This design comes from an exercise in tuning for small area on the open sky130 flow, not from production work.
No run shown here included a check of the RTL's function; only the layout flow was run.
Power and IR drop assume default switching activity.

### flow/run.sh
#!/bin/bash
# synth_recipe.tcl (not shown) runs the flow's synth.tcl, then flattens the netlist and writes it again
# the make line also repeats each setting of config.mk as NAME=value (left out here)
make -C /OpenROAD-flow-scripts/flow DESIGN_CONFIG=/design/flow/config.mk WORK_HOME=/design/flow/orfs CLKGATE_MAP_FILE= SYNTH_SCRIPT=/design/flow/synth_recipe.tcl finish
### flow/config.mk
export PLATFORM = sky130hd
export DESIGN_NAME = top
export DESIGN_NICKNAME = top
export VERILOG_FILES = /design/flow/design.v
export SDC_FILE = /design/flow/constraint.sdc
export NUM_CORES = 4
export LEC_CHECK = 0
export CAP_MARGIN = 20
export CORE_MARGIN = 2
export CORE_UTILIZATION = 60
export CTS_BUF_LIST = sky130_fd_sc_hd__clkbuf_4 sky130_fd_sc_hd__clkbuf_8
export SLEW_MARGIN = 20
### flow/constraint.sdc
create_clock -name core_clock -period 5.0 [get_ports {sys_clk}]
set_input_delay 1.0000 -clock core_clock [delete_from_list [all_inputs] [get_ports {sys_clk}]]
set_output_delay 1.0000 -clock core_clock [all_outputs]
set_load 0.01 [all_outputs]
### flow/design.v
module top(
	input wire sys_clk,
	input wire sys_rst_n,
	input wire tim_psel,
	input wire tim_pwrite,
	input wire tim_penable,
	input wire [11:0]tim_paddr,
	input wire [31:0]tim_pwdata,
	input wire dbg_mode,
	input wire [3:0] tim_pstrb,
	output reg [31:0]tim_prdata,
	output wire tim_pready,
	output wire tim_pslverr,
	output wire tim_int
);
reg        ready;
reg        timer_en;
reg        div_en;
reg  [3:0] div_val;
reg        pre_en;
reg  [63:0] cnt;
reg  [63:0] ncmp;       
reg        int_en;
reg        int_st;
reg        halt_req;
reg  [7:0] pcnt;
wire base = (tim_paddr[11:5] == 7'd0) & (tim_paddr[1:0] == 2'd0);
wire [2:0] a = tim_paddr[4:2];
wire s_tcr   = base & (a == 3'd0);
wire s_tdr0  = base & (a == 3'd1);
wire s_tdr1  = base & (a == 3'd2);
wire s_tcmp0 = base & (a == 3'd3);
wire s_tcmp1 = base & (a == 3'd4);
wire s_tier  = base & (a == 3'd5);
wire s_tisr  = base & (a == 3'd6);
wire s_thcsr = base & (a == 3'd7);
wire [3:0] dv = tim_pwdata[11:8];
wire err = (tim_pstrb[1] & ((dv > 4'd8) | (timer_en & (dv != div_val)))) |
           (tim_pstrb[0] & timer_en & (tim_pwdata[1] != div_en));
assign tim_pslverr = tim_pwrite & s_tcr & err;
assign tim_pready  = ready;
wire wr = ready & tim_pwrite;
wire halt_ack = halt_req & dbg_mode;
always @(posedge sys_clk or negedge sys_rst_n)
	if (!sys_rst_n) ready <= 1'b0;
	else ready <= tim_psel & tim_penable & ~ready;
always @(posedge sys_clk or negedge sys_rst_n)
	if (!sys_rst_n) begin
		timer_en <= 1'b0;
		div_en   <= 1'b0;
		div_val  <= 4'd1;
	end else if (wr & s_tcr & ~err) begin
		if (tim_pstrb[0]) begin
			timer_en <= tim_pwdata[0];
			div_en   <= tim_pwdata[1];
		end
		if (tim_pstrb[1]) div_val <= dv;
	end
wire [7:0] limit = {div_val > 4'd7, div_val > 4'd6, div_val > 4'd5, div_val > 4'd4,
                    div_val > 4'd3, div_val > 4'd2, div_val > 4'd1, div_val > 4'd0};
wire match = (pcnt == limit);
wire cnt_en = timer_en & ~halt_ack & (~div_en | match);
always @(posedge sys_clk or negedge sys_rst_n)
	if (!sys_rst_n) pcnt <= 8'd0;
	else if (!halt_ack) begin
		if (match | ~div_en | ~timer_en) pcnt <= 8'd0;
		else pcnt <= pcnt + 8'd1;
	end
wire clr = pre_en & ~timer_en;
wire w0 = wr & s_tdr0;
wire w1 = wr & s_tdr1;
always @(posedge sys_clk or negedge sys_rst_n)
	if (!sys_rst_n) pre_en <= 1'b0;
	else pre_en <= timer_en;
wire [7:0] ball;
genvar g;
generate for (g = 0; g < 8; g = g + 1) begin : gb
	assign ball[g] = &cnt[8*g+7:8*g];
end endgenerate
wire [7:0] bcin;
assign bcin[0] = cnt_en & ~w0;
assign bcin[1] = bcin[0] & ball[0];
assign bcin[2] = bcin[1] & ball[1];
assign bcin[3] = bcin[2] & ball[2];
assign bcin[4] = cnt_en & ~w1 & ball[0] & ball[1] & ball[2] & ball[3];
assign bcin[5] = bcin[4] & ball[4];
assign bcin[6] = bcin[5] & ball[5];
assign bcin[7] = bcin[6] & ball[6];
wire [63:0] tg;
generate for (g = 0; g < 8; g = g + 1) begin : gt
	wire [8:0] c;
	assign c[0] = bcin[g];
	genvar i;
	for (i = 0; i < 8; i = i + 1) begin : gi
		assign c[i+1] = c[i] & cnt[8*g+i];
		assign tg[8*g+i] = c[i];
	end
end endgenerate
wire [63:0] inc = (cnt ^ tg) & {64{~clr}};
wire [7:0] bsel = {{4{w1}} & tim_pstrb, {4{w0}} & tim_pstrb};
wire [63:0] nxt;
generate for (g = 0; g < 8; g = g + 1) begin : gn
	assign nxt[8*g+7:8*g] = bsel[g] ? tim_pwdata[8*(g%4)+7:8*(g%4)] : inc[8*g+7:8*g];
end endgenerate
always @(posedge sys_clk or negedge sys_rst_n)
	if (!sys_rst_n) cnt <= 64'd0;
	else cnt <= nxt;
wire [7:0] csel = {{4{wr & s_tcmp1}} & tim_pstrb, {4{wr & s_tcmp0}} & tim_pstrb};
generate for (g = 0; g < 8; g = g + 1) begin : gc
	always @(posedge sys_clk or negedge sys_rst_n)
		if (!sys_rst_n) ncmp[8*g+7:8*g] <= 8'd0;
		else if (csel[g]) ncmp[8*g+7:8*g] <= ~tim_pwdata[8*(g%4)+7:8*(g%4)];
end endgenerate
wire eq = &(cnt ^ ncmp);
wire clr_int = wr & s_tisr & tim_pstrb[0] & tim_pwdata[0];
always @(posedge sys_clk or negedge sys_rst_n)
	if (!sys_rst_n) begin
		int_en   <= 1'b0;
		int_st   <= 1'b0;
		halt_req <= 1'b0;
	end else begin
		if (wr & s_tier & tim_pstrb[0]) int_en <= tim_pwdata[0];
		if (clr_int) int_st <= 1'b0;
		else if (eq) int_st <= 1'b1;
		if (wr & s_thcsr & tim_pstrb[0]) halt_req <= tim_pwdata[0];
	end
assign tim_int = int_en & int_st;
always @* begin
	tim_prdata = 32'h0;
	if (base) case (a)
		3'd0: tim_prdata = {20'h0, div_val, 6'h0, div_en, timer_en};
		3'd1: tim_prdata = cnt[31:0];
		3'd2: tim_prdata = cnt[63:32];
		3'd3: tim_prdata = ~ncmp[31:0];
		3'd4: tim_prdata = ~ncmp[63:32];
		3'd5: tim_prdata = {31'h0, int_en};
		3'd6: tim_prdata = {31'h0, int_st};
		3'd7: tim_prdata = {30'h0, halt_ack, halt_req};
	endcase
end
endmodule
==> summary.txt, run 1 <==
The max-slew violation total from the final report is 0. Buffers placed on the I/O ports in this run total 88. The clock net in this run drives a total of 147 sinks.

The number of rows created at floorplan is 44. The post-synthesis compound-gate area fraction is 0.154. Setup repair after global routing left no endpoint under its margin. The reported max-cap violation count came out at 0. After routing, the total negative slack on setup checks comes to 0 ps. Overall power consumption after layout is estimated at 2300 µW. The path class of the lowest-slack min-delay path is reg -> reg. A synthesized cell averages 8.69 µm². The number of distinct library cells after synthesis came out at 62. The count of antenna-violating nets left after detailed routing came out at 0. The total CTS buffers is 17.

The number of iterations in the first detailed-routing pass is 5. The die extent in y came out at 124 µm. Along the worst path, the maximum fanout reaches 18. The hold buffer count at CTS is 0. Once detailed placement completed, the half-perimeter wirelength came to 17800 µm. The number of cells after detailed placement is 1241.

The power density over the cells is 227 mW/mm². After clock tree synthesis, the clock-pin slew on the worst setup and hold paths is 80 ps. The class of the most critical setup path is in -> out.

The post-CTS resize count came out at 0. STA classifies the critical path startpoint as a primary input. The die area is 0.0155 mm².

The flow ran to the end and the layout has no timing, DRC or antenna violations. The global placer's final weighted congestion is 0.914. By area the synthesized netlist is led by dfrtp_1 42%, nand2_1 9.1%, ha_1 8.2%. Dividing the final minimum period by the clock period gives 0.899. The required arrival time at the worst endpoint is 4000 ps. The root buffer cell is clkbuf_8.

The count of final hold-check violations came out at 0. In the final layout, the share of cells above drive strength 1 is 0.0698. The post-synthesis cell count is 1002. For this run, the post-layout net count is 1187.

In the layout the commonest cells are 211 x nand2_1, 146 x dfrtp_1, 123 x o21ai_0. For this run, the total global-route usage over all layers was measured as 0.329. Summed over all layers, the global routing overflow is 0. The number of failing setup endpoints in the final timing report came out at 0. The initial standard-cell utilization of the core came out at 0.606. The horizontal die dimension came out at 124 µm. The deepest level of the CTS H-tree is 4. The dominant combinational cell family by area after synthesis is simple AND/OR/NAND/NOR gates. The cell leakage power is 0.00440 µW. The maximum root-to-sink buffer count is 2. The count of vias placed by the detailed router is 7625. The library cell used most frequently in the layout, excluding fill and tap cells, is nand2_1.

The finished layout holds 1273 standard cells, fillers aside. For this run, the leading register cell type out of synthesis is dfrtp_1. At the pin with the least slew margin, the transition time is 953 ps.

The number of filler cells placed in the layout came out at 1202. OpenSTA, run right after detailed placement, puts the worst setup slack at 337 ps. The iteration-0 DRC count of the detailed router is 739. The worst clock skew is 11.8 ps.

The multiplexer fraction of the synthesized cell area is 0.0210. The achievable clock frequency is 0.222 GHz. IR analysis of the VDD net gives a maximum drop of 230 µV. STA classifies the critical path endpoint as an output pin. The headroom to the max-slew limit is 0.361. The number of global-route vias before repair is 7393. The register area share after synthesis is 0.423.

The worst path setup slack after routing came out at 505 ps. The setup fix buffers added after clock tree synthesis came out at 0. TritonCTS built the clock tree. The dominant cell type by area after synthesis is dfrtp_1. Of the total synthesized cell area, the portion taken by AND, OR, NAND and NOR gates is 0.203. The post-detailed-routing wire length came out at 24700 µm. The post-synthesis instance area is 0.00871 mm². The final antenna diode count is 0. Of the total synthesized cell area, the portion taken by full adders, half adders and majority gates is 0.0819. The I/O pin count is 89.

The endpoint arrival time on the critical path is 3500 ps. The synthesized net count is 1113. The minimum clock period after layout came out at 4500 ps.

The clock latency at the later pin of the worst-skew pair came out at 450 ps. The share of flip-flops with an asynchronous set or reset came out at 1.00. The number of register bits inferred by synthesis is 147. The pin count of the biggest net entering global routing came out at 87. The number of warnings issued by yosys is 1.

The number of enable flip-flop cells after synthesis came out at 0. The layout-stage area growth over the synthesis result is 16.2%. The first global-routing pass estimated 39900 µm of wire. The xor/xnor cell area share of the yosys netlist is 0.0845. The area of the core came out at 0.0144 mm². The detailed-route wire length per cell came out at 19.4 µm. Of the post-synthesis cell area, the dominant cell type holds 0.420. The average via count per standard cell is 5.99. For this run, design rule violations remaining after detail routing come to 0. The initial antenna violation count was 0.
==> path summary, 6_finish.rpt <==
check                             startpoint        endpoint  slack (ps)  depth (start not counted)
max in group asynchronous          sys_rst_n        ncmp[48]        3430                          2
worst min register to register         ready           ready         460                          1
worst max register to register        cnt[9]         cnt[63]         890                         15
min in group asynchronous          sys_rst_n        ncmp[61]         580                          1
worst max-delay path            tim_paddr[2]  tim_prdata[24]         500                          9
worst min-delay path                   ready           ready         460                          1
==> critical path, stage by stage <==
cell,delay [ps]
clkdlybuf4s50_1,650
buf_4,290
nor2_1,250
nand2_1,120
buf_4,240
nor2_1,110
a21oi_1,70
a21oi_1,190
clkdlybuf4s50_1,560
==> cells in the mapped netlist (2+ instances only) <==
cell type / n
nand3_1: 14
or3_1: 2
nor4_1: 20
or4_1: 2
buf_4: 3
and3_1: 3
nor2b_1: 3
mux2i_1: 7
dfrtp_1: 146
ha_1: 57
nor3_2: 8
inv_1: 10
a21oi_1: 88
nand4_1: 25
buf_6: 4
or4b_1: 2
o21ai_1: 8
xnor2_1: 68
nand2b_1: 3
o21ai_0: 123
a31oi_1: 2
a22oi_1: 2
xor2_1: 16
nor3_1: 12
a221oi_1: 3
and2_1: 3
buf_2: 11
clkbuf_1: 32
mux2_2: 7
nand2_1: 211
nor4b_1: 4
nor2_1: 72
o21a_1: 2
==> flip-flops by register name (all words and copies together), names as in the netlist <==
name and count:
cnt 64, div_en 1, div_val 4, halt_req 1, int_en 1, int_st 1, ncmp 64, pcnt 8
pre_en 1, ready 1, timer_en 1
==> stage by stage <==
stage / util / hold WS, ps / instance area [µm²]
detailed placement: 0.676 / 440 / 9720
floorplan: - / 472 / 8710
global route: 0.704 / 487 / 10100
finish: 0.704 / 458 / 10100
CTS: 0.704 / 451 / 10100
global placement: 0.676 / 434 / 9720
==> final cells by class <==
cell class,count,area [µm²],area share
clock buffer,19,255,0.0252
tap,184,230,0.0227
inverter,11,41.3,0.00408
multi-input combinational,793,4750,0.469
timing repair buffer,106,1020,0.101
clock inverter,13,149,0.0147
sequential,147,3680,0.364
==> kinds of logic (layout without fill, tap and decap cells) <==
group,Yosys count,after routing
fa+ha+maj,57,57
mux,16,16
flops,147,147
xor+xnor,84,84
compound gates,246,246
simple gates,390,390
buf+inv,62,149
==> power by group <==
| part | internal, µW | total, µW | switching (µW) |
|---|---|---|---|
| Clock | 469 | 956 | 487 |
| Sequential | 1190 | 1190 | 1.27 |
| Combinational | 61.7 | 155 | 93.7 |
| Total | 1720 | 2300 | 582 |
==> layer usage <==
layer  part of all wire  track usage  up-vias
met3              0.076       0.0808       60
met4              0.033        0.125        0
met1               0.45        0.473     3619
met5                  0            0        -
met2               0.44        0.485      304
li1                   -            -     3642
==> run 2: changes to the inputs <==
--- a/flow/config.mk
+++ b/flow/config.mk
@@ -7,6 +7,5 @@
 export LEC_CHECK = 0
 export CAP_MARGIN = 20
 export CORE_MARGIN = 2
-export CORE_UTILIZATION = 60
-export CTS_BUF_LIST = sky130_fd_sc_hd__clkbuf_4 sky130_fd_sc_hd__clkbuf_8
+export CORE_UTILIZATION = 40
 export SLEW_MARGIN = 20
==> run 2 against run 1 <==
Against the previous run: core utilization fell by 21 points; synthesized area did not move; via count fell by 1.1%; die area rose by 48%; largest power group is now clock; first-iteration DRC count fell by 18%; still clean on timing, DRC and antenna; synthesized cell count did not move.
==> summary.txt, run 2 <==
The flow ran to the end and the layout has no timing, DRC or antenna violations. Clock skew on the completed layout was measured at 12.1 ps. After the first detailed-routing iteration, the DRC count stood at 605.

The total power consumption of the routed design is 2560 µW. The post-detailed-routing wire length is 26800 µm. The final antenna diode count came out at 0. The cell leakage power came out at 0.00445 µW. The worst setup path is captured at an output pin. Of all flip-flops after synthesis, the portion carrying an async set or reset was 1.00. The register area share after synthesis is 0.423.

The proportion of layout cells with a drive suffix above 1 is 0.0672. The number of register bits inferred by synthesis came out at 147. By count the netlist is led by 211 x nand2_1, 146 x dfrtp_1, 123 x o21ai_0, 88 x a21oi_1, 72 x nor2_1. The horizontal die dimension came out at 152 µm. The worst hold path belongs to the class reg -> reg. The switching component of the power came out at 621 µW. The average instance area after synthesis came out at 8.69 µm². The number of gates resized after CTS was 0. The final sum of negative setup slack is 0 ps. In the final layout, the registers with the most flip-flops are cnt x64, ncmp x64, pcnt x8. The internal cell power came out at 1940 µW. The number of nets in the synthesized netlist is 1113. No sink is reached through more buffers than the 2 on the longest clock path. The tool flagged a number of max-cap violations equal to 0. The I/O pin count came out at 89.

Row generation in the floorplan step produced 53 rows. The number of warnings issued by yosys is 1. The area of the core is 0.0212 mm². The count of antenna-violating nets left after detailed routing came out at 0. The global placer's final weighted congestion is 0.931. The deepest level of the CTS H-tree came out at 4. The number of iterations in the first detailed-routing pass is 5. The setup fix buffers added after clock tree synthesis is 0. dfrtp_1 takes more of the synthesized area than any other cell. The layout-stage area growth over the synthesis result is 19.3%. Among all flip-flop cells after synthesis, the most frequent one is dfrtp_1. The headroom to the max-slew limit came out at 0.300. The post-synthesis instance area is 0.00871 mm².

The fraction of power spent switching nets came out at 0.242. The share of Yosys cell area claimed by the top area cell type came out at 0.420. In the global route stage, overall resource usage came out at 0.242. The library cells used most frequently in the layout, excluding fill and tap cells, are 211 x nand2_1, 146 x dfrtp_1, 123 x o21ai_0.

The library cell used most frequently in the layout, excluding fill and tap cells, is nand2_1. The number of cells after detailed placement came out at 1330. The count of final hold-check violations is 0. Setup repair after global routing left no endpoint under its margin. The net count of the finished layout came out at 1185. The worst setup path is of the in -> out kind. The netlist uses 62 different library cells. TritonCTS built the clock tree.

The worst-case register-to-register setup slack is 920 ps. After detailed routing, the number of remaining DRC violations is 0. The total CTS buffers is 17. Subtracting the final worst setup slack from the clock period gives 4560 ps. The required arrival time at the worst endpoint came out at 4000 ps. The number of enable flip-flop cells after synthesis came out at 0. In this run the worst path has a maximum fanout of 26. The period utilization is 0.912.

The share of total power dissipated in the clock network is 0.474. The achievable clock frequency is 0.219 GHz. The number of failing setup endpoints in the final timing report came out at 0. The cell with the most instances after synthesis is nand2_1. At the pin with the least slew margin, the transition time is 1040 ps. STA classifies the critical path startpoint as a primary input. The overflow left after global routing is 0.

After synthesis, the cell types taking the most area are dfrtp_1 42%, nand2_1 9.1%, ha_1 8.2%. The endpoint arrival time on the critical path is 3560 ps. The initial antenna violation count was 0. The max-slew violation total from the final report was 0. The post-synthesis cell count came out at 1002. The clock-pin slew on the worst setup and hold paths came out at 60 ps. The count of vias placed by the detailed router is 7543. The pin count of the biggest net entering global routing is 83. The die extent in y came out at 152 µm. The power density over the cells is 247 mW/mm². The port buffer count came out at 88. The highest ir drop seen on vdd is 174 µV.

For this configuration, the core starts out at a cell density of 0.410. Using the TritonRoute via totals, the vias-per-cell ratio works out to 5.54. The global-route wire length before repair is 42000 µm. Of the total power, registers draw 0.465. The root buffer cell is clkbuf_16. The die area came out at 0.0230 mm². At the later pin of the worst-skew pair, clock insertion delay measures 440 ps. In the final routed layout, each cell accounts on average for 19.7 µm. The number of global-route vias before repair is 7386. The HPWL after detailed placement is 19100 µm. The hold buffer count at CTS came out at 0.

Of the total power, combinational logic draws 0.061. The number of clock sinks seen by CTS is 147. The final standard cell count with taps included and fillers excluded is 1362.
[run 2: through the flow]
stage | utilization | hold WS (ps) | area (µm²) | setup WS, ps
final | 0.490 | 463 | 10400 | 438
after CTS | 0.490 | 468 | 10400 | 473
after floorplan | - | 472 | 8710 | 1260
after global placement | 0.463 | 450 | 9830 | 379
after detailed placement | 0.463 | 447 | 9830 | 289
after global routing | 0.490 | 488 | 10400 | 288
[run 2: area by class of cell]
type | instances | area [µm²]
well taps | 275 | 344
multi-input cells | 793 | 4750
repair buffers | 104 | 1010
inverters | 11 | 41.3
clock inverters | 10 | 75.1
clock buffers | 22 | 484
fillers | 2070 | 10800
flip-flops and latches | 147 | 3680
[run 2: worst paths after layout]
kind | from | end | cells after the start
worst max-delay path | tim_paddr[3] | tim_prdata[15] | 7
worst min-delay path | ready | ready | 1
worst max register to register | cnt[8] | cnt[55] | 15
worst min register to register | ready | ready | 1
max in group asynchronous | sys_rst_n | div_val[0] | 2
min in group asynchronous | sys_rst_n | ncmp[51] | 1
[run 2: kinds of logic (layout without fill, tap and decap cells)]
kind of cell | after synthesis | in the layout | synth area share
AND/OR/NAND/NOR | 390 | 390 | 0.203
AO/OA/AOI/OAI | 246 | 246 | 0.154
flip-flops | 147 | 147 | 0.423
XOR/XNOR | 84 | 84 | 0.0845
buffers and inverters | 62 | 147 | 0.0330
adder cells (fa/ha/maj) | 57 | 57 | 0.0819
multiplexers | 16 | 16 | 0.0210
[run 2: per-layer routing]
layer / global-route usage / wire [µm] / vias to the layer above
li1: - / - / 3639
met1: 0.340 / 12100 / 3608
met2: 0.372 / 12300 / 254
met3: 0.0542 / 1810 / 42
met4: 0.0801 / 572 / 0
met5: 0 / 0 / -
[run 2: critical path: stages]
cell,delay [ps]
clkdlybuf4s50_1,860
nor2_1,220
nand2_1,250
nand2_1,80
buf_4,260
a21oi_1,290
clkdlybuf4s50_1,590
[run 2: power by group through the flow]
stage | Combinational [µW] | Clock, µW | Sequential [µW]
after floorplan | 48.8 | 0 | 1210
after global placement | 155 | 0 | 1210
after detailed placement | 156 | 0 | 1210
after CTS | 157 | 1230 | 1190
after global routing | 171 | 1290 | 1190
final | 156 | 1210 | 1190
==> run 3: changes to the inputs <==
==> flow/flow/run.sh (new file) <==
#!/bin/bash
# Own layout flow: the standard flow (standard.sh), with three changes:
#  - synthesis maps logic with an area-oriented ABC script (flow/area.abc);
#    every other synthesis step is the standard synthesis, unchanged;
#  - input/output ports are buffered with sky130_fd_sc_hd__buf_1;
#  - CTS does not insert dummy loads and uses the buffer list below.
set -euo pipefail
W=$(pwd)
# standard synthesis script with only the abc script swapped
sed "s#log_cmd abc {\*}\$abc_args#log_cmd abc -script $W/flow/area.abc {*}[lrange \$abc_args 2 end]#" \
  "$FLOW_HOME/scripts/synth.tcl" > "$W/synth_core.tcl"
grep -q "flow/area.abc" "$W/synth_core.tcl"
sed "s#\$::env(SCRIPTS_DIR)/synth.tcl#$W/synth_core.tcl#" "$W/synth_recipe.tcl" > "$W/own_synth.tcl"
grep -q "synth_core.tcl" "$W/own_synth.tcl"
CTS="-sink_clustering_enable -repair_clock_nets -dont_use_dummy_load"
CTS="$CTS ${OWN_CTS_EXTRA:-}"
bash standard.sh "SYNTH_SCRIPT=$W/own_synth.tcl" \
  "BUFFER_PORTS_ARGS=-buffer_cell sky130_fd_sc_hd__buf_1" \
  "CTS_ARGS=$CTS" finish > "$W/standard_sh.log" 2>&1
==> flow/flow/area.abc (new file) <==
&get -n
&st
&dch -f
&nf -R 1000
&put
==> flow/standard.sh (new file) <==
#!/bin/bash
# synth_recipe.tcl (not shown) runs the flow's synth.tcl, then flattens the netlist and writes it again
# the make line also repeats each setting of config.mk as NAME=value (left out here)
make -C /OpenROAD-flow-scripts/flow DESIGN_CONFIG=/design/flow/config.mk WORK_HOME=/design/flow/orfs CLKGATE_MAP_FILE= SYNTH_SCRIPT=/design/flow/synth_recipe.tcl "${@:-finish}"
removed: flow/run.sh
==> run 3 against run 2 <==
Against the previous run: core utilization down 2.3 points; via count decreased by 4.2%; synthesized cell count is 12% lower; critical path type is now reg -> reg; worst setup slack better by 94 ps; still clean on timing, DRC and antenna; clock-buffer cell count fell by 5; power down 3.6%; worst hold slack got worse by 16 ps; final cell count decreased by 7.0%; wire length shrank 4.4%; fmax grew 2.1%; highest routed layer unchanged.
==> summary.txt, run 3 <==
The area occupied by multi-input gates is 0.00448 mm². The die is 147 µm wide. The required arrival time at the worst endpoint is 5310 ps. The length of routed met3 wiring came out at 1450 µm. The library cells used most frequently in the layout, excluding fill and tap cells, are 186 x nand2_1, 146 x dfrtp_1, 126 x o21ai_0. The routed length on met1 came out at 11700 µm. The layout-stage area growth over the synthesis result came out at 15.2%.

CTS placed an instance of clkbuf_16 at the clock tree root. The register area share after synthesis is 0.452. After filler insertion, the fill cell instance count of the layout stands at 1972.

On the final layout, the worst clock skew is 11.3 ps. The critical path is of the reg -> reg type. After technology mapping, the gate count stands at 880. The switching component of the power is 599 µW.

The initial standard-cell utilization of the core is 0.405. The final antenna diode count came out at 0. Summing all flip-flop and latch instances after layout gives 0.00368 mm².

After synthesis, the most frequently instantiated cells are 187 x nand2_1, 146 x dfrtp_1, 126 x o21ai_0, 64 x a21oi_1, 57 x ha_1. The largest registers in the layout are cnt x64, ncmp x64, pcnt x8. Setup repair after global routing left no endpoint under its margin. The overflow left after global routing came out at 0.

The final sum of negative setup slack came out at 0 ps. In this run the power density over the cells is 263 mW/mm². The count of final hold-check violations came out at 0. The proportion of layout cells with a drive suffix above 1 came out at 0.0361. The type of destination of the critical path is a flip-flop. Leaving out fill and tap cells, the most frequent cell in the layout is nand2_1.

The pin count of the biggest net entering global routing came out at 68. The clock-pin slew on the worst setup and hold paths is 60 ps. The share of power burned in registers is 0.507. The number of register bits inferred by synthesis came out at 147. The highest ir drop seen on vdd came out at 227 µV. The total area inside the core boundary comes to 0.0201 mm². The worst register-to-register path has a setup slack of 530 ps. The worst flop-to-flop path endpoint is cnt[63]. The average via count per standard cell is 5.70. The type of element launching the critical path is a flip-flop.

The die extent in y is 147 µm. After synthesis, the netlist uses 37 different library cells. After detailed routing, the met2 layer carries 11900 µm of wire. The internal cell power is 1870 µW. The number of iterations in the first detailed-routing pass came out at 5. The most common cell in the synthesized netlist is nand2_1. Counting flops with an async set or reset pin after synthesis yields a share of 1.00. Across all hold checks on the routed design, the worst slack comes to 446 ps.

The total power consumption of the routed design is 2470 µW. The proportion of power drawn by combinational gates is 0.076. The deepest level of the CTS H-tree came out at 4. The biggest area contributor in the post-synthesis netlist is dfrtp_1. Of the total power, the share spent switching nets is 0.243.

After detailed routing, the number of remaining DRC violations is 0. The startpoint identified for the worst register-to-register timing path is div_val[1]. The global-route wire length before repair is 40400 µm. The share of total power dissipated in the clock network is 0.416.

Of all nets on the critical path, the largest fanout is 8. The minimum clock period after layout is 4470 ps. The overall fraction of global-route tracks in use came out at 0.244. Setup violations remaining at the end of the flow were counted as 0. The logic depth of the worst register-to-register path came out at 19. Synthesis produced a netlist with a net count of 991. The iteration-0 DRC count of the detailed router is 563. The worst pin sits at a relative slew slack of 0.327. The post-synthesis instance area is 0.00814 mm². The number of rows created at floorplan is 52. For this run, the number of Yosys warnings is 1. The critical path goes through or2_0 -> nor3_1 -> xor2_1 -> nand4_1 -> o21ai_0 -> nand3_1 -> or3_1 -> or3_1 -> nor3_1 -> and2_0 -> ha_1 -> ha_1 -> ha_1 -> ha_1 -> ha_1 -> ha_1 -> ha_1 -> a21oi_1 -> mux2_1. The hold path startpoint is ready. The cell leakage power came out at 0.00426 µW. The period utilization came out at 0.894.

The worst path setup slack after routing came out at 531 ps. On the worst path, the slowest cell contributes a delay of 460 ps. The initial antenna violation count came out at 0. By instance count, the cell type seen most on the critical path is ha_1.

The number of global-route vias before repair was 7025. The worst hold path terminates at ready. The share of Yosys cell area claimed by the top area cell type is 0.449.

The most instantiated flip-flop cell in the synthesis netlist is dfrtp_1. The longest clock path from root to sink contains 2 buffers. The max-slew violation total from the final report came to 0.

The achievable clock frequency came out at 0.224 GHz. The detailed-route wire length per cell came out at 20.2 µm. The port buffer count is 88. The share of the core filled with cells in the final layout came out at 0.466.

The reported max-cap violation count came out at 0. In this run the worst hold path is classified as reg -> reg. Along the worst hold path, the cell count comes to 1.

The number of clock sinks seen by CTS came out at 147. At the pin with the least slew margin, the transition time is 1010 ps. The net count of the finished layout is 1110. STA puts the critical path data arrival time at 4780 ps. In the post-synthesis netlist, the biggest area contributors are dfrtp_1 45%, ha_1 8.8%, nand2_1 8.6%.

The flow ran to the end and the layout has no timing, DRC or antenna violations. The hold buffer count at CTS came out at 0. Routability-driven placement finished with a final weighted congestion of 0.903. The setup fix buffers added after clock tree synthesis came out at 0.

The die area came out at 0.0215 mm². Prior to clock tree synthesis, the placed netlist has a worst setup slack of 411 ps. Detailed placement finished with a half-perimeter wire length of 18000 µm. The number of enable flip-flop cells after synthesis came out at 0.

The number of gates resized after CTS was 0. The post-detailed-routing wire length is 25600 µm. Counting the buffers created by CTS gives 17. The count of antenna-violating nets left after detailed routing came out at 0. The clock latency at the later pin of the worst-skew pair came out at 430 ps. TritonCTS built the clock tree. The count of vias placed by the detailed router came out at 7223. 89 I/O pins were placed. The slowest stage cell on the critical path is dfrtp_1.

The average instance area after synthesis is 9.25 µm². The highest signal layer in the routed design is met4.
## run 3: cell count changes after synthesis, moves of 11 or more
cell / before / now
a21oi_1: 88 / 64
a22oi_1: 2 / 27
buf_2: 11 / 0
clkbuf_1: 32 / 0
mux2_1: 1 / 15
nand2_1: 211 / 187
nor2_1: 72 / 53
nor4_1: 20 / 8
o22a_1: 0 / 26
xnor2_1: 68 / 14
xor2_1: 16 / 45
## run 3: worst max path at each step
stage	from	to	slack (ps)
floorplan	tim_paddr[2]	cnt[63]	440
global placement	tim_paddr[7]	cnt[63]	520
detailed placement	tim_paddr[11]	cnt[31]	410
CTS	div_val[1]	cnt[63]	510
global route	div_val[1]	cnt[63]	120
finish	div_val[1]	cnt[63]	530
## run 3: layout make-up
type / instances / share of cell area
flip-flops and latches: 147 / 0.393
repair buffers: 100 / 0.0466
inverters: 4 / 0.00160
clock buffers: 17 / 0.0454
well taps: 270 / 0.0360
multi-input cells: 729 / 0.478
## run 3: stage by stage
step / cell area (µm²) / instances
detailed placement: 8950 / 1250
global route: 9370 / 1267
global placement: 8950 / 1250
finish: 9370 / 1267
floorplan: 8150 / 880
CTS: 9370 / 1267
## run 3: power groups by stage
stage	Sequential (µW)	Clock, µW	Combinational [µW]
CTS	1250	1040	190
floorplan	1260	0	87.0
global placement	1270	0	186
detailed placement	1270	0	189
global route	1260	1090	213
finish	1250	1030	189
## run 3: worst max-delay path, delay by kind of cell, from the launching register on
family,cells,cell delay (ps)
AND/OR/NAND/NOR,8,2160
adder cells (fa/ha/maj),7,1000
flip-flops,1,460
AO/OA/AOI/OAI,2,290
multiplexers,1,280
XOR/XNOR,1,180
## run 3: cells by family after synthesis
family | Yosys count | share of synthesized area
buf+inv | 4 | 0.00184
flops | 147 | 0.452
fa+ha+maj | 57 | 0.0877
simple gates | 323 | 0.174
compound gates | 275 | 0.200
xor+xnor | 59 | 0.0635
mux | 15 | 0.0208
## run 3: metal layers
metal  up-vias  track usage
met3        37       0.0428
met4         0       0.0874
met2       227        0.382
met5         -            0
li1       3457            -
met1      3502        0.340
==> run 4: changes to the inputs <==
--- a/flow/flow/run.sh
+++ b/flow/flow/run.sh
@@ -13,7 +13,7 @@
 sed "s#\$::env(SCRIPTS_DIR)/synth.tcl#$W/synth_core.tcl#" "$W/synth_recipe.tcl" > "$W/own_synth.tcl"
 grep -q "synth_core.tcl" "$W/own_synth.tcl"
 CTS="-sink_clustering_enable -repair_clock_nets -dont_use_dummy_load"
-CTS="$CTS ${OWN_CTS_EXTRA:-}"
+CTS="$CTS -buf_list sky130_fd_sc_hd__clkbuf_8 -root_buf sky130_fd_sc_hd__clkbuf_8 -sink_clustering_size 30 -sink_clustering_max_diameter 80"
 bash standard.sh "SYNTH_SCRIPT=$W/own_synth.tcl" \
   "BUFFER_PORTS_ARGS=-buffer_cell sky130_fd_sc_hd__buf_1" \
   "CTS_ARGS=$CTS" finish > "$W/standard_sh.log" 2>&1
==> run 4 against run 3 <==
Against the previous run: critical path depth is the same; global-route usage shrank 0.27 points; still clean on timing, DRC and antenna; largest power group unchanged; clock power shrank 33%; clock skew grew 5.7 ps; flip-flop and latch count is the same; die area is the same; fmax shrank 1.0%.
==> summary.txt, run 4 <==
The flow ran to the end and the layout has no timing, DRC or antenna violations. Entering global routing, the biggest net connects 68 pins. The synthesized net count came out at 991.

The number of filler cells placed in the layout is 2004. The achievable clock frequency is 0.221 GHz. The path class of the lowest-slack min-delay path is reg -> reg. Setup repair after global routing left no endpoint under its margin. Counting flops and latches in the post-synthesis netlist gives 147. The TritonCTS clock tree is built.

The headroom to the max-slew limit came out at 0.339. For this run, the register share of the synthesized area comes to 0.452. The post-synthesis instance area came out at 0.00814 mm². The synthesized design contains 0 enable-type register cells. Input and output buffers added on the ports amount to 88. The number of global-route vias before repair is 6972. The die extent in y is 147 µm.

In the layout the commonest cells are 186 x nand2_1, 146 x dfrtp_1, 126 x o21ai_0. The total CTS buffers is 17. The worst path setup slack after routing is 484 ps. The area growth from synthesis to layout is 12.9%. The clock tree synthesis step divided the H-tree into 4 levels. The average instance area after synthesis came out at 9.25 µm².

The maximum root-to-sink buffer count came out at 2. The largest registers in the layout are cnt x64, ncmp x64, pcnt x8. The setup path with the least slack is of type reg -> reg. Summed over all instances, the cell type with the most area after synthesis is dfrtp_1.

Sorting the synthesized cells by area gives the leading types as dfrtp_1 45%, ha_1 8.8%, nand2_1 8.6%. The area occupied by multi-input gates came out at 0.00448 mm². The final antenna diode count is 0. The hold buffer count at CTS is 0.

CTS saw 147 sinks. By count the netlist is led by 187 x nand2_1, 146 x dfrtp_1, 126 x o21ai_0, 64 x a21oi_1, 57 x ha_1. The post-detailed-routing wire length came out at 25200 µm. The horizontal die dimension came out at 147 µm. The measured slew at the worst slew-check pin is 988 ps.

The floorplan has 52 rows. The number of design rule violations left after detail routing is 0. The initial standard-cell utilization of the core is 0.405. CTS placed an instance of clkbuf_8 at the clock tree root. The most instantiated flip-flop cell in the synthesis netlist is dfrtp_1.

The number of iterations in the first detailed-routing pass came out at 5. The worst clock skew is 17.0 ps. The worst setup path is captured at a flip-flop. The peak fanout along the critical path came out at 8. In the synthesized netlist, the number of instances is 880. The overflow left after global routing is 0. The instance area at placement came out at 0.00895 mm². The initial antenna violation count is 0.

The count of antenna-violating nets left after detailed routing came out at 0. The power density over the cells came out at 232 mW/mm². The count of vias placed by the detailed router is 7205.

The share of Yosys cell area claimed by the top area cell type is 0.449. The area of all placed cells without fillers came out at 0.00918 mm². The count of final hold-check violations came out at 0. The share of flip-flops with an asynchronous set or reset is 1.00. The library cell used most frequently in the layout, excluding fill and tap cells, is nand2_1. The worst-case hold slack is 448 ps.

The final sum of negative setup slack is 0 ps. The net count of the finished layout is 1110. The required arrival time at the worst endpoint is 5340 ps.

The HPWL reported at the end of detailed placement is 18000 µm. Setup violations remaining at the end of the flow were counted as 0. The clock latency at the later pin of the worst-skew pair came out at 450 ps.

The I/O pin count is 89. In the routed layout, each cell is associated on average with a via count of 5.69. The proportion of layout cells with a drive suffix above 1 is 0.0361. The minimum clock period after layout came out at 4520 ps. The overall fraction of global-route tracks in use is 0.241.

The max-slew violation total from the final report was 0. The die covers 0.0215 mm². The highest ir drop seen on vdd came out at 161 µV. The number of warnings issued by yosys came out at 1. The period utilization is 0.903. The sequential cell area came out at 0.00368 mm².

The cell leakage power is 0.00417 µW. The type of element launching the critical path is a flip-flop. At the worst endpoint, the arrival time is 4850 ps. The congestion estimate from routability-driven global placement came to 0.903. Clock-pin slew was measured on the worst setup and hold paths at 70 ps. The post-CTS resize count is 0. The worst setup slack after placement came out at 411 ps. The total power consumption of the routed design is 2130 µW.

The cell with the most instances after synthesis is nand2_1. The setup fix buffers added after clock tree synthesis is 0. The reported max-cap violation count is 0. The global-route wire length before repair is 40000 µm. After the first detailed-routing iteration, the DRC count stood at 484. The number of distinct library cells after synthesis came out at 37.

The area of the core is 0.0201 mm². The detailed-route wire length per cell came out at 19.9 µm.
run 4: power breakdown:
group	switching (µW)	total, µW	internal [µW]
logic	122	188	65.4
registers	35.2	1250	1210
clock network	395	694	300
run 4: worst paths after layout:
kind / from / to / slack (ps) / cells past startpoint
max: div_val[1] / cnt[63] / 480 / 19
min: ready / ready / 450 / 1
max reg2reg: div_val[1] / cnt[63] / 480 / 19
min reg2reg: ready / ready / 450 / 1
max in group asynchronous: sys_rst_n / cnt[5] / 3410 / 2
min in group asynchronous: sys_rst_n / ncmp[21] / 510 / 1
run 4: through the flow:
stage,cells,utilization
floorplan,880,-
global placement,1250,0.445
detailed placement,1250,0.445
CTS,1267,0.457
global route,1267,0.457
finish,1267,0.457
run 4: layout make-up:
cell class / instances / area share
well taps: 270 / 0.0368
repair buffers: 100 / 0.0476
multi-input cells: 729 / 0.488
inverters: 4 / 0.00164
clock buffers: 17 / 0.0255
flip-flops and latches: 147 / 0.401
run 4: kinds of logic (layout without fill, tap and decap cells):
family / Yosys count / after routing / synth area share
AO/OA/AOI/OAI: 275 / 275 / 0.200
buffers and inverters: 4 / 121 / 0.00184
XOR/XNOR: 59 / 59 / 0.0635
multiplexers: 15 / 15 / 0.0208
flip-flops: 147 / 147 / 0.452
AND/OR/NAND/NOR: 323 / 323 / 0.174
adder cells (fa/ha/maj): 57 / 57 / 0.0877
run 4: layer usage:
layer / global-route usage / up-vias / wire (µm)
met4: 0.0811 / 0 / 547
met5: 0 / - / 0
li1: - / 3459 / -
met2: 0.378 / 230 / 11700
met1: 0.340 / 3481 / 11500
met3: 0.0394 / 35 / 1480
run 4: critical path: stages (launching register included):
cell and delay (ps):
dfrtp_1 470, or2_0 260, nor3_1 200, xor2_1 180
nand4_1 100, o21ai_0 230, nand3_1 180, or3_1 400
or3_1 430, nor3_1 440, and2_0 200, ha_1 160
ha_1 140, ha_1 140, ha_1 140, ha_1 140
ha_1 140, ha_1 150, a21oi_1 60, mux2_1 280
==> run 5: changes to the inputs <==
--- a/flow/flow/run.sh
+++ b/flow/flow/run.sh
@@ -13,7 +13,7 @@
 sed "s#\$::env(SCRIPTS_DIR)/synth.tcl#$W/synth_core.tcl#" "$W/synth_recipe.tcl" > "$W/own_synth.tcl"
 grep -q "synth_core.tcl" "$W/own_synth.tcl"
 CTS="-sink_clustering_enable -repair_clock_nets -dont_use_dummy_load"
-CTS="$CTS -buf_list sky130_fd_sc_hd__clkbuf_8 -root_buf sky130_fd_sc_hd__clkbuf_8 -sink_clustering_size 30 -sink_clustering_max_diameter 80"
+CTS="$CTS -buf_list sky130_fd_sc_hd__clkbuf_4 -root_buf sky130_fd_sc_hd__clkbuf_8 -sink_clustering_size 20"
 bash standard.sh "SYNTH_SCRIPT=$W/own_synth.tcl" \
   "BUFFER_PORTS_ARGS=-buffer_cell sky130_fd_sc_hd__buf_1" \
   "CTS_ARGS=$CTS" finish > "$W/standard_sh.log" 2>&1
==> run 5 against run 4 <==
Against the previous run: combinational power hardly changed; clock power is 21% lower; still clean on timing, DRC and antenna; synthesized area stayed put; largest cell class unchanged; critical path type unchanged; core utilization down 0.50 points.
==> summary.txt, run 5 <==
In this run the critical register-to-register path is captured at cnt[63]. The layout-stage area growth over the synthesis result is 11.6%. The achievable clock frequency came out at 0.223 GHz. The overflow left after global routing came out at 0. The largest total area in the synthesized netlist belongs to dfrtp_1. Row generation in the floorplan step produced 52 rows. The initial antenna violation count came out at 0. The global-route wire length before repair is 40100 µm. The number of failing setup endpoints in the final timing report is 0. The flow ran to the end and the layout has no timing, DRC or antenna violations. TritonCTS built the clock tree. The number of buffers and inverters on the critical path is 0. Once detail routing completed, the nets flagged for antenna violations numbered 0.

The number of global-route vias before repair is 6952. Hold is met by 452 ps. The proportion of power drawn by combinational gates came out at 0.095. The number of gates resized after CTS was 0.

Input and output buffers added on the ports amount to 88. The count of cells along the worst hold path came out at 1. Of the total power, registers draw 0.630. The number of enable flip-flop cells after synthesis came out at 0. For this design, the slowest cell found on the critical path is dfrtp_1. Headroom to the max-slew limit came out at 0.335. The fraction of power spent switching nets came out at 0.270.

The final standard cell count with taps included and fillers excluded came out at 1267. The horizontal die dimension came out at 147 µm. Clock-pin slew was measured on the worst setup and hold paths at 110 ps. The H-tree was split into 4 levels. Setup repair after global routing left no endpoint under its margin. The average via count per standard cell came out at 5.69.

The minimum clock period after layout came out at 4480 ps. The power density over the cells is 218 mW/mm². The share of the core filled with cells in the final layout is 0.452. After routing the design area is 0.00908 mm². In the layout the commonest cells are 186 x nand2_1, 146 x dfrtp_1, 126 x o21ai_0. The HPWL reported at the end of detailed placement is 18000 µm. In the routed design, unresolved DRC markers number 0. Max-cap violations in this run came to 0. The number of warnings issued by yosys came out at 1. For the pin with the worst max-slew slack, the measured transition is 995 ps.

The proportion of layout cells with a drive suffix above 1 came out at 0.0361. The period utilization came out at 0.897. The min-delay analysis places its worst path in the category reg -> reg. For this run, the slowest stage of the critical path takes 470 ps. The worst clock skew came out at 26.6 ps. The switching component of the power came out at 536 µW. The area of the core is 0.0201 mm².

Grouping stages by cell kind, the critical path spends the most delay in simple AND/OR/NAND/NOR gates. The worst register-to-register path begins at div_val[1]. The hold buffer count at CTS is 0. The worst setup path is launched from a flip-flop.

Leaving out fill and tap cells, the most frequent cell in the layout is nand2_1. For this configuration, the core starts out at a cell density of 0.405. The die extent in y is 147 µm. The final sum of negative setup slack is 0 ps.

Tracing the worst setup path back leads to its startpoint at div_val[1]. Counting every instance in the synthesized netlist gives 880. In the synthesized netlist the dominant register cell turns out to be dfrtp_1. The post-synthesis instance area came out at 0.00814 mm². At the worst endpoint, the arrival time is 4830 ps. The number of cells after detailed placement is 1250. The final antenna diode count came out at 0. The global placer's final weighted congestion came out at 0.903. The cell leakage power came out at 0.00413 µW. The setup check on the worst reg-to-reg path leaves a slack of 520 ps.

The pin count of the biggest net entering global routing came out at 68. The largest registers in the layout are cnt x64, ncmp x64, pcnt x8. By startpoint and endpoint, the worst setup path is classified as reg -> reg. The required arrival time at the worst endpoint is 5340 ps. The number of distinct library cells after synthesis is 37.

In the synthesized netlist, the cells that appear most often are 187 x nand2_1, 146 x dfrtp_1, 126 x o21ai_0, 64 x a21oi_1, 57 x ha_1. The number of iterations in the first detailed-routing pass is 5. The internal power of the cells totals 1450 µW.

The number of register bits inferred by synthesis is 147. In this run the mean area of a mapped cell was 9.25 µm². The clock passes through at most 2 buffers.

The overall fraction of global-route tracks in use is 0.242. Traced cell by cell, the critical path runs through or2_0 -> nor3_1 -> xor2_1 -> nand4_1 -> o21ai_0 -> nand3_1 -> or3_1 -> or3_1 -> nor3_1 -> and2_0 -> ha_1 -> ha_1 -> ha_1 -> ha_1 -> ha_1 -> ha_1 -> ha_1 -> a21oi_1 -> mux2_1. The max-slew violation total from the final report came out at 0. The share of flip-flops with an asynchronous set or reset is 1.00. The logic depth of the worst register-to-register path came out at 19. The die area is 0.0215 mm².

The cell with the most instances after synthesis is nand2_1. The register area share after synthesis is 0.452. The hold path startpoint is ready. The I/O pin count is 89. Clock latency on the worst-skew pair, taken at its later pin, is 450 ps.

The iteration-0 DRC count of the detailed router is 562. The count of final hold-check violations came to 0. The root buffer cell is clkbuf_8. The instance area at placement came out at 0.00895 mm².

The number of setup buffers added after CTS is 0. The share of Yosys cell area claimed by the top area cell type came out at 0.449. The synthesized net count is 991. The count of vias placed by the detailed router came out at 7206.

The critical path's most frequent cell is ha_1. The detailed-route wire length per cell is 19.9 µm. The worst hold path terminates at ready. The number of gates on the worst path with buffers counted is 19. The share of total power in the clock network is 0.275. Clock tree synthesis inserted a total of 17 buffers. The number of clock sinks seen by CTS came out at 147. The net count of the finished layout is 1110. The highest ir drop seen on vdd came out at 140 µV. The post-detailed-routing wire length is 25300 µm.

After synthesis, the cell types taking the most area are dfrtp_1 45%, ha_1 8.8%, nand2_1 8.6%. The worst setup path is captured at a flip-flop. The peak fanout along the critical path came out at 8.
[run 5: layout make-up]
type	instances	area, µm²
flip-flops and latches	147	3680
fillers	2020	11000
inverters	4	15.0
clock buffers	17	134
multi-input cells	729	4480
well taps	270	338
repair buffers	100	437
[run 5: worst max path at each step]
stage / slack, ps / to
2_1_floorplan: 440 / cnt[63]
3_3_place_gp: 520 / cnt[63]
3_5_place_dp: 410 / cnt[31]
4_1_cts: 520 / cnt[63]
5_1_grt: 130 / cnt[63]
6_report: 520 / cnt[63]
[run 5: power groups by stage]
stage	combinational, µW	clock (µW)	sequential (µW)
detailed placement	189	0	1270
floorplan	87.0	0	1260
global route	213	607	1250
global placement	186	0	1270
finish	188	545	1250
CTS	190	557	1250
[run 5: layer usage]
metal | global-route usage | vias to the layer above | part of all wire
li1 | - | 3465 | -
met1 | 0.343 | 3490 | 0.46
met2 | 0.377 | 216 | 0.46
met3 | 0.0431 | 35 | 0.056
met4 | 0.0762 | 0 | 0.021
met5 | 0 | - | 0
[run 5: kinds of logic (layout without fill, tap and decap cells)]
kind of cell | after synthesis | after routing | synth area share
DFF | 147 | 147 | 0.452
muxes | 15 | 15 | 0.0208
adders and majority gates | 57 | 57 | 0.0877
AOI/OAI and AO/OA | 275 | 275 | 0.200
xor gates and xnor gates | 59 | 59 | 0.0635
and+or+nand+nor | 323 | 323 | 0.174
buffers and inverters | 4 | 121 | 0.00184
[run 5: per-stage QoR]
| stage | setup WS, ps | power [µW] |
|---|---|---|
| after floorplan | 439 | 1350 |
| after detailed placement | 411 | 1460 |
| after global placement | 524 | 1460 |
| final | 516 | 1980 |
| after global routing | 126 | 2070 |
| after CTS | 525 | 2000 |

port drivers added, routing unchanged:
No port has a modelled driver above. Below, the same layouts with a new extraction and two added sets of constraints. Step 1, drivers: a clkbuf_16 drives sys_clk and a buf_2 each remaining input, both assumed. Step 2 also shifts input and output timing later by t, the mid clock arrival at the registers, as if the neighbouring blocks saw the same clock. a / b / c = ideal / step 1 / step 2; a / b = the first two.
| run | t (ns) | slack for setup (ns) | worst data-port slew with drivers (ns) |
|---|---|---|---|
| run 1 | 0.488 | 0.505 / 0.481 / 0.258 | 0.04 |
| run 2 | 0.474 | 0.438 / 0.400 / 0.215 | 0.04 |
| run 3 | 0.465 | 0.531 / 0.531 / 0.389 | 0.03 |
| run 4 | 0.484 | 0.484 / 0.484 / 0.393 | 0.03 |
| run 5 | 0.477 | 0.516 / 0.516 / 0.392 | 0.03 |
After both steps setup and hold are still met in every run listed. For run 1, which loses most, drivers alone change the setup slack by -0.024 ns; drivers and shift together by -0.247 ns.
